From an optimization exercise on the open Yosys and OpenROAD flow, aimed at small area; shortcuts taken in it are not production practice.
RTL that was checked went through simulation tests only; none was proved equivalent to the original.

==> inputs of indigo <==
## fft
module fft(clk,rst,fir_data,fir_valid,fft_data,fft_valid,freq,fft_fin);
clock: 12.0 ns
lec_check: 0
abc_area: 1
cap_margin: 20
core_margin: 2
core_utilization: 88
cts_buf_list: sky130_fd_sc_hd__clkbuf_8
cts_cluster_diameter: 50
cts_cluster_size: 16
place_density: 0.93
slew_margin: 20
synth_hierarchical: 1
synth_minimum_keep_size: 0
run.sh (not shown) runs the stock make flow with config.mk's settings and CLKGATE_MAP_FILE= SYNTH_SCRIPT=/design/flow/synth_recipe.tcl, a recipe that flattens the netlist after the stock synthesis.
==> lagoon: changes against indigo <==
--- a/flow/design.v
+++ b/flow/design.v
@@ -932,38 +932,40 @@
 always @(posedge clk) begin
   qb <= cnt[2:0];
   t2 <= (cnt == 4'd2);
 end
 wire sel2 = qb[2];
 wire [1:0] r2 = qb[1:0];
-wire tb = ~sel2;
-wire [23:0] ar  = (tb & (r2 == 2'd2)) ? Fi : Fr;
-wire [23:0] br_ = sel2 ? Brr : ({24{r2[0]}} & (Fi ^ {24{r2[1]}}));
-wire        cr  = tb & (r2 == 2'd3);
-wire [23:0] ai  = {24{~(tb & r2[1])}} & Fi;
-wire [23:0] bi_ = sel2 ? Bir : ({24{r2[1]}} & ~Fr);
-wire        ci  = tb & r2[1];
-wire [23:0] adi = tb ? F2i : Fi;
-wire [23:0] bdi = sel2 ? ~Bir : (F2r ^ {24{~r2[1]}});
-wire        cdi = ~(tb & r2[1]);
+reg  [23:0] ar, br_, ai, bi_;
+reg  cr, ci;
+always @* begin
+  if (sel2) begin
+    ar = Fr; br_ = Brr; cr = 1'b0;
+    ai = Fi; bi_ = Bir; ci = 1'b0;
+  end else case (r2)
+    2'd0: begin ar = F2i; br_ = ~F2r; cr = 1'b1; ai = Fi;    bi_ = 24'd0; ci = 1'b0; end
+    2'd1: begin ar = Fr;  br_ = Fi;   cr = 1'b0; ai = Fi;    bi_ = ~Fr;   ci = 1'b1; end
+    2'd2: begin ar = F2i; br_ = F2r;  cr = 1'b0; ai = 24'd0; bi_ = ~Fr;   ci = 1'b1; end
+    default: begin ar = Fr; br_ = ~Fi; cr = 1'b1; ai = Fi;   bi_ = Fr;    ci = 1'b0; end
+  endcase
+end
 wire [23:0] vr, Dr, Di;
 wire [23:8] vi;
 fft_rca #(24) u_vr (.a(ar), .b(br_), .ci(cr), .s(vr));
 fft_rcah #(24, 8) u_vi (.a(ai), .b(bi_), .ci(ci), .s(vi[23:8]));
 fft_rca #(24) u_dr (.a(t2 ? {23'd0, z2r} : Fr), .b(~Brr), .ci(1'b1), .s(Dr));
-fft_rca #(24) u_di (.a(adi), .b(bdi), .ci(cdi), .s(Di));
+fft_rca #(24) u_di (.a(Fi), .b(~Bir), .ci(1'b1), .s(Di));
 reg [23:0] vrr, wx;
 reg [23:8] vir;
-wire [15:0] Xo;
 always @(posedge clk) begin
   f2r[0] <= sel2 ? Dr : Brr;
   f2i[0] <= sel2 ? Di : (t2 ? Dr : Bir);
   for (i = 1; i < 4; i = i + 1) begin f2r[i] <= f2r[i-1]; f2i[i] <= f2i[i-1]; end
-  vrr <= vr;
+  vrr <= (~sel2 & ~r2[0]) ? (r2[1] ? Fi : Fr) : vr;
   vir <= vi;
-  wx  <= (tb & r2[0]) ? {8'd0, Xo} : Di;
+  wx  <= vr;
 end
 wire tph  = ~qv[2];
 wire mulC = tph & qv[0];
 wire neg2 = tph & qv[1];
 wire [23:0] xin = (tph & ~qv[0]) ? wx : vrr;
 wire [23:0] xvr = xin ^ {24{neg2}};
@@ -1516,17 +1518,17 @@
 assign Pr[36] = xcr_279 ? xcr_319 : xcr_296;
 assign Pr[37] = xcr_279 ? xcr_321 : xcr_298;
 assign Pr[38] = xcr_279 ? xcr_323 : xcr_300;
 assign Pr[39] = xcr_279 ? xcr_325 : xcr_302;
 wire xcr_326;
 assign xcr_326 = xcr_279 ? xcr_324 : xcr_301;
-assign Xo = Pr[39:24];
-reg [15:0] s2r, s2i;
+reg [15:0] s2r, s2i, h;
 always @(posedge clk) begin
+  h   <= Pr[39:24];
   s2r <= mulC ? Pr[39:24] : vrr[23:8];
-  s2i <= mulC ? wx[15:0] : vir[23:8];
+  s2i <= mulC ? h : vir[23:8];
 end
 reg  [15:0] f3r [0:1];
 reg  [15:0] f3i [0:1];
 wire [15:0] Gr = f3r[1];
 wire [15:0] Gi = f3i[1];
 wire sel3 = qs[1];
Settings changed: CORE_UTILIZATION 88 to 65, PLACE_DENSITY 0.93 to 0.75.
==> garnet: changes against indigo <==
--- a/flow/design.v
+++ b/flow/design.v
@@ -932,38 +932,40 @@
 always @(posedge clk) begin
   qb <= cnt[2:0];
   t2 <= (cnt == 4'd2);
 end
 wire sel2 = qb[2];
 wire [1:0] r2 = qb[1:0];
-wire tb = ~sel2;
-wire [23:0] ar  = (tb & (r2 == 2'd2)) ? Fi : Fr;
-wire [23:0] br_ = sel2 ? Brr : ({24{r2[0]}} & (Fi ^ {24{r2[1]}}));
-wire        cr  = tb & (r2 == 2'd3);
-wire [23:0] ai  = {24{~(tb & r2[1])}} & Fi;
-wire [23:0] bi_ = sel2 ? Bir : ({24{r2[1]}} & ~Fr);
-wire        ci  = tb & r2[1];
-wire [23:0] adi = tb ? F2i : Fi;
-wire [23:0] bdi = sel2 ? ~Bir : (F2r ^ {24{~r2[1]}});
-wire        cdi = ~(tb & r2[1]);
+reg  [23:0] ar, br_, ai, bi_;
+reg  cr, ci;
+always @* begin
+  if (sel2) begin
+    ar = Fr; br_ = Brr; cr = 1'b0;
+    ai = Fi; bi_ = Bir; ci = 1'b0;
+  end else case (r2)
+    2'd0: begin ar = F2i; br_ = ~F2r; cr = 1'b1; ai = Fi;    bi_ = 24'd0; ci = 1'b0; end
+    2'd1: begin ar = Fr;  br_ = Fi;   cr = 1'b0; ai = Fi;    bi_ = ~Fr;   ci = 1'b1; end
+    2'd2: begin ar = F2i; br_ = F2r;  cr = 1'b0; ai = 24'd0; bi_ = ~Fr;   ci = 1'b1; end
+    default: begin ar = Fr; br_ = ~Fi; cr = 1'b1; ai = Fi;   bi_ = Fr;    ci = 1'b0; end
+  endcase
+end
 wire [23:0] vr, Dr, Di;
 wire [23:8] vi;
 fft_rca #(24) u_vr (.a(ar), .b(br_), .ci(cr), .s(vr));
 fft_rcah #(24, 8) u_vi (.a(ai), .b(bi_), .ci(ci), .s(vi[23:8]));
 fft_rca #(24) u_dr (.a(t2 ? {23'd0, z2r} : Fr), .b(~Brr), .ci(1'b1), .s(Dr));
-fft_rca #(24) u_di (.a(adi), .b(bdi), .ci(cdi), .s(Di));
+fft_rca #(24) u_di (.a(Fi), .b(~Bir), .ci(1'b1), .s(Di));
 reg [23:0] vrr, wx;
 reg [23:8] vir;
-wire [15:0] Xo;
 always @(posedge clk) begin
   f2r[0] <= sel2 ? Dr : Brr;
   f2i[0] <= sel2 ? Di : (t2 ? Dr : Bir);
   for (i = 1; i < 4; i = i + 1) begin f2r[i] <= f2r[i-1]; f2i[i] <= f2i[i-1]; end
-  vrr <= vr;
+  vrr <= (~sel2 & ~r2[0]) ? (r2[1] ? Fi : Fr) : vr;
   vir <= vi;
-  wx  <= (tb & r2[0]) ? {8'd0, Xo} : Di;
+  wx  <= vr;
 end
 wire tph  = ~qv[2];
 wire mulC = tph & qv[0];
 wire neg2 = tph & qv[1];
 wire [23:0] xin = (tph & ~qv[0]) ? wx : vrr;
 wire [23:0] xvr = xin ^ {24{neg2}};
@@ -1516,17 +1518,17 @@
 assign Pr[36] = xcr_279 ? xcr_319 : xcr_296;
 assign Pr[37] = xcr_279 ? xcr_321 : xcr_298;
 assign Pr[38] = xcr_279 ? xcr_323 : xcr_300;
 assign Pr[39] = xcr_279 ? xcr_325 : xcr_302;
 wire xcr_326;
 assign xcr_326 = xcr_279 ? xcr_324 : xcr_301;
-assign Xo = Pr[39:24];
-reg [15:0] s2r, s2i;
+reg [15:0] s2r, s2i, h;
 always @(posedge clk) begin
+  h   <= Pr[39:24];
   s2r <= mulC ? Pr[39:24] : vrr[23:8];
-  s2i <= mulC ? wx[15:0] : vir[23:8];
+  s2i <= mulC ? h : vir[23:8];
 end
 reg  [15:0] f3r [0:1];
 reg  [15:0] f3i [0:1];
 wire [15:0] Gr = f3r[1];
 wire [15:0] Gi = f3i[1];
 wire sel3 = qs[1];
Settings changed: CORE_UTILIZATION 88 to 80, PLACE_DENSITY 0.93 to 0.88.
==> notes <==
- In lagoon the worst setup slack is worse than in garnet, by 0.025 ns.
- garnet passed the timing, design-rule and antenna checks. lagoon completed without violations. indigo stopped in global routing.
- Between garnet and lagoon, the lower design area is in garnet (gap about 1%, measured against lagoon).
- Between lagoon and garnet, the lower via count is in lagoon (gap 5.0%, measured against garnet).
- Core utilization: lagoon is lower than garnet (15 points).
- Sequential cell count is the same in garnet and lagoon.
==> figures <==
| metric | indigo | garnet | lagoon |
|---|---|---|---|
| Placed Instance Area | 33,400 um2 | 34,100 um2 | 34,300 um2 |
| Synthesized flop and latch total | 572 | 588 | 588 |
| Startpoint-to-endpoint class of the critical path | - | reg2out | reg2out |
| Adder-cell share of the synthesized area | 0.362 | 0.356 | 0.356 |
| Launching point of the worst reg2reg path | - | qb[1]$_DFF_P_ | qb[1]$_DFF_P_ |
| Fraction of synthesized cell area in xor and xnor cells | 0.0303 | 0.0177 | 0.0177 |
| Clock input transition at the sequential cells of the worst setup and hold paths | - | 0.10 ns | 0.10 ns |
| Status | did not finish | complete, no violations | complete, no violations |
| Last stage reached | global routing | - | - |
| Distinct cell type count of the synthesized netlist | 42 | 44 | 44 |
For indigo, only the layout was checked, not whether the RTL still works.

========
==> inputs of try-quartz <==
fft, a different RTL version from the one above (not shown whole).
make LEC_CHECK=0 ABC_AREA=1 CAP_MARGIN=20 CORE_MARGIN=2 CORE_UTILIZATION=70 CTS_BUF_LIST=sky130_fd_sc_hd__clkbuf_8 CTS_CLUSTER_DIAMETER=50 CTS_CLUSTER_SIZE=16 PLACE_DENSITY=0.8 SLEW_MARGIN=20 SYNTH_HIERARCHICAL=1 SYNTH_MINIMUM_KEEP_SIZE=0 finish   # period 12.0 ns
==> try-ember: changes against try-quartz <==
--- a/flow/design.v
+++ b/flow/design.v
@@ -804,22 +804,20 @@
 assign pBC[30] = tbc_173;
 assign pBC[31] = tbc_175;
 wire q35 = ~q1[3] & q1[0] & (q1[2] ^ q1[1]);
 wire q4  = ~q1[3] & (q1[2:0] == 3'd4);
 wire q0P = q1[3] | (q1[2:0] == 3'd0);
 wire [23:0] Br = cnt[3] ? {a1, 8'd0} : (q35 ? pBC[31:8] : (q4 ? 24'd0 : pAC[31:8]));
 wire q17 = ~q1[3] & q1[0] & ~(q1[2] ^ q1[1]);
 wire [23:0] Bi = q17 ? pBC[31:8] : (q0P ? 24'd0 : pAC[31:8]);
-reg  [23:0] nBr, nBi;         
-wire [23:0] Brr = ~nBr;
-wire [23:0] Bir = ~nBi;
+reg  [23:0] Brr, Bir;
 reg         z2r;
 always @(posedge clk) begin
-  nBr <= ~Br; nBi <= ~Bi; z2r <= z2;
+  Brr <= Br; Bir <= Bi; z2r <= z2;
 end
 reg  [23:0] f2r [0:3];
 reg  [23:0] f2i [0:3];
 wire [23:0] Fr = f2r[3];
 wire [23:0] Fi = f2i[3];
 wire [23:0] F2r = f2r[2];     
 wire [23:0] F2i = f2i[2];     
 reg  [2:0] qb;
@@ -1406,22 +1404,20 @@
 assign Pr[35] = xcr_285 ? xcr_315 : xcr_296;
 assign Pr[36] = xcr_285 ? xcr_317 : xcr_298;
 assign Pr[37] = xcr_285 ? xcr_319 : xcr_300;
 assign Pr[38] = xcr_285 ? xcr_321 : xcr_302;
 assign Pr[39] = xcr_285 ? xcr_323 : xcr_304;
 wire xcr_324;
 assign xcr_324 = xcr_285 ? xcr_322 : xcr_303;
 assign Xo = Pr[39:24];
-reg [15:0] n2r, n2i;
-wire [15:0] s2r = ~n2r;
-wire [15:0] s2i = ~n2i;
+reg [15:0] s2r, s2i;
 always @(posedge clk) begin
-  n2r <= ~(mulC ? Pr[39:24] : vrr[23:8]);
-  n2i <= ~(mulC ? wx[15:0] : vir[23:8]);
+  s2r <= mulC ? Pr[39:24] : vrr[23:8];
+  s2i <= mulC ? wx[15:0] : vir[23:8];
 end
 reg  [15:0] f3r [0:1];
 reg  [15:0] f3i [0:1];
 wire [15:0] Gr = f3r[1];
 wire [15:0] Gi = f3i[1];
 wire sel3 = qs[1];
 wire rf   = ~qs[2] & qs[0];
 wire rr3  = rf & s2r[15];
- CORE_UTILIZATION: 70 -> 80
- PLACE_DENSITY: 0.8 -> 0.88
==> try-violet: changes against try-quartz <==
--- a/flow/design.v
+++ b/flow/design.v
@@ -850,17 +850,17 @@
 reg [23:8] vir;
 wire [15:0] Xo;
 always @(posedge clk) begin
   f2r[0] <= sel2 ? Dr : Brr;
   f2i[0] <= sel2 ? Di : (t2 ? Dr : Bir);
   for (i = 1; i < 4; i = i + 1) begin f2r[i] <= f2r[i-1]; f2i[i] <= f2i[i-1]; end
   vrr <= vr;
   vir <= vi;
-  wx  <= (tb & r2[0]) ? {8'd0, Xo} : Di;
+  wx  <= {Di[23:16], (tb & r2[0]) ? Xo : Di[15:0]};
 end
 wire tph  = ~qv[2];
 wire mulC = tph & qv[0];
 wire neg2 = tph & qv[1];
 wire [23:0] xin = (tph & ~qv[0]) ? wx : vrr;
 wire [23:0] xvr = xin ^ {24{neg2}};
 wire [15:0] kxc = neg2 ? 16'd46340 : 16'd0;
 wire xcr_1;
- CORE_UTILIZATION: 70 -> 78
- PLACE_DENSITY: 0.8 -> 0.86
==> reports/results.ini <==
[outcome]
outcome = timing/DRC/antenna clean

[timing]
whs_ns = 0.298

[placed_design]
place_area_um2 = 32400
routabilityCongestion = 0.943

[routing]
first_iter_violations = 2241

[floorplan]
die_x_um = 204
die_y_um = 204
taps = 525

[global_routing]
grt_max_degree = 106

[worst_hold_path]
hold_start = f2i[0][17]$_DFF_P_
hold_end = f2i[1][17]$_DFF_P_

[synth]
synth_area_um2 = 31400
avgSynthCellArea_um2 = 10.8
synthSimpleGateAreaFrac_pct = 7.94

[critical_path]
max_stage_delay_ns = 0.52
critPathArrivalTime_ns = 9.37

the above is filed under try-violet

==> reports/results.ini <==
[placed_design]
routabilityCongestion = 1.04
place_area_um2 = 32500

[floorplan]
taps = 592
die_y_um = 216
die_x_um = 216

[run]
maxCapViolations = 0

[outcome]
outcome = timing/DRC/antenna clean

[critical_path]
critPathArrivalTime_ns = 9.32
max_stage_delay_ns = 0.50
critPathBufInv = 4

[clocking]
cts_made_buffers = 49
post_cts_buffers = 2

[timing]
whs_ns = 0.316

[finish]
seq_area_share_pct = 34.1

[worst_hold_path]
hold_start = f2r[0][3]$_DFF_P_
hold_end = f2r[1][3]$_DFF_P_

[global_routing]
grt_max_degree = 98

[synth]
synth_area_um2 = 31400
avgSynthCellArea_um2 = 10.7
synthSimpleGateAreaFrac_pct = 8.06

the above is filed under try-quartz

==> reports/results.ini <==
[placed_design]
routabilityCongestion = 0.983
place_area_um2 = 32900

[outcome]
outcome = timing/DRC/antenna clean

[worst_hold_path]
hold_end = f2r[2][10]$_DFF_P_

[floorplan]
taps = 525
die_x_um = 204

[critical_path]
max_stage_delay_ns = 0.56
critPathArrivalTime_ns = 9.25

[global_routing]
grt_max_degree = 72

[synth]
synth_area_um2 = 31900
avgSynthCellArea_um2 = 10.1
synthSimpleGateAreaFrac_pct = 9.46

[timing]
whs_ns = 0.303

the above is filed under try-ember


========
==> onyx <==
fft again, from the RTL that the note above started with.
==> flow/config.mk <==
export PLATFORM = sky130hd
export DESIGN_NAME = fft
export DESIGN_NICKNAME = fft
export VERILOG_FILES = /design/flow/design.v
export SDC_FILE = /design/flow/constraint.sdc
export NUM_CORES = 4
export LEC_CHECK = 0
export ABC_AREA = 1
export CAP_MARGIN = 20
export CORE_MARGIN = 2
export CORE_UTILIZATION = 70
export CTS_BUF_LIST = sky130_fd_sc_hd__clkbuf_8
export CTS_CLUSTER_DIAMETER = 45
export CTS_CLUSTER_SIZE = 22
export PLACE_DENSITY = 0.8
export SLEW_MARGIN = 20
export SYNTH_HIERARCHICAL = 1
export SYNTH_MINIMUM_KEEP_SIZE = 0
==> flow/constraint.sdc <==
create_clock -name core_clock -period 12.0 [get_ports {clk}]
set_input_delay 2.4000 -clock core_clock [delete_from_list [all_inputs] [get_ports {clk}]]
set_output_delay 2.4000 -clock core_clock [all_outputs]
set_load 0.01 [all_outputs]
==> sierra: changes against onyx <==
--- a/flow/design.v
+++ b/flow/design.v
@@ -850,17 +850,17 @@
 reg [23:8] vir;
 wire [15:0] Xo;
 always @(posedge clk) begin
   f2r[0] <= sel2 ? Dr : Brr;
   f2i[0] <= sel2 ? Di : (t2 ? Dr : Bir);
   for (i = 1; i < 4; i = i + 1) begin f2r[i] <= f2r[i-1]; f2i[i] <= f2i[i-1]; end
   vrr <= vr;
   vir <= vi;
-  wx  <= (tb & r2[0]) ? {8'd0, Xo} : Di;
+  wx  <= {Di[23:16], (tb & r2[0]) ? Xo : Di[15:0]};
 end
 wire tph  = ~qv[2];
 wire mulC = tph & qv[0];
 wire neg2 = tph & qv[1];
 wire [23:0] xin = (tph & ~qv[0]) ? wx : vrr;
 wire [23:0] xvr = xin ^ {24{neg2}};
 wire [15:0] kxc = neg2 ? 16'd46340 : 16'd0;
 wire xcr_1;
CTS_CLUSTER_DIAMETER = 50   (was 45)
CTS_CLUSTER_SIZE = 16   (was 22)
GPL_TIMING_DRIVEN = 0   (was not set)
==> impl_metrics.csv <==
group,metric,value,unit
run_status,status,"complete, no violations",
worst_setup_path,r2r-start,"qb[1]",
worst_setup_path,max_stage_delay,520,ps
[end of results for sierra]
==> impl_metrics.csv <==
group,metric,value,unit
global_routing,grt_use_met1,0.447,
synthesis,synth_area_leaders,"dfxtp_1, fa_1, o21ai_0",
sta,hold_viol,0,
run_status,status,"complete, no violations",
sta,rsz0062_at_grt,"true",
[end of results for onyx]

==> separate check: timing with driven ports <==
How much do the figures lean on ideal ports? The routed layouts below were timed once more, with nothing changed but the port constraints.
Step 1 assumes that a clkbuf_16 drives the clock port and a buf_2 every other input.
Step 2 moves the port delays by t, midway between the first and last clock arrival at a register: inputs arrive t later, outputs are due t later. That takes back most of the time a late clock gives input paths.
Slacks: ideal / step 1 / step 2; pairs: ideal / step 1.
run | shift t [ns] | setup WS [ns] | cell pins on the clock port's net
lagoon | 0.724 | 0.210 / 0.153 / 0.564 | 1
garnet | 0.715 | 0.236 / 0.187 / 0.389 | 1
try-quartz | 0.713 | 0.282 / 0.226 / 0.815 | 1
try-ember | 0.720 | 0.354 / 0.299 / 0.420 | 1
try-violet | 0.722 | 0.226 / 0.174 / 0.659 | 1
onyx | 0.720 | 0.262 / 0.206 / 0.830 | 1
sierra | 0.722 | 0.104 / 0.048 / 0.180 | 1
After both steps setup and hold are still met in every run listed.
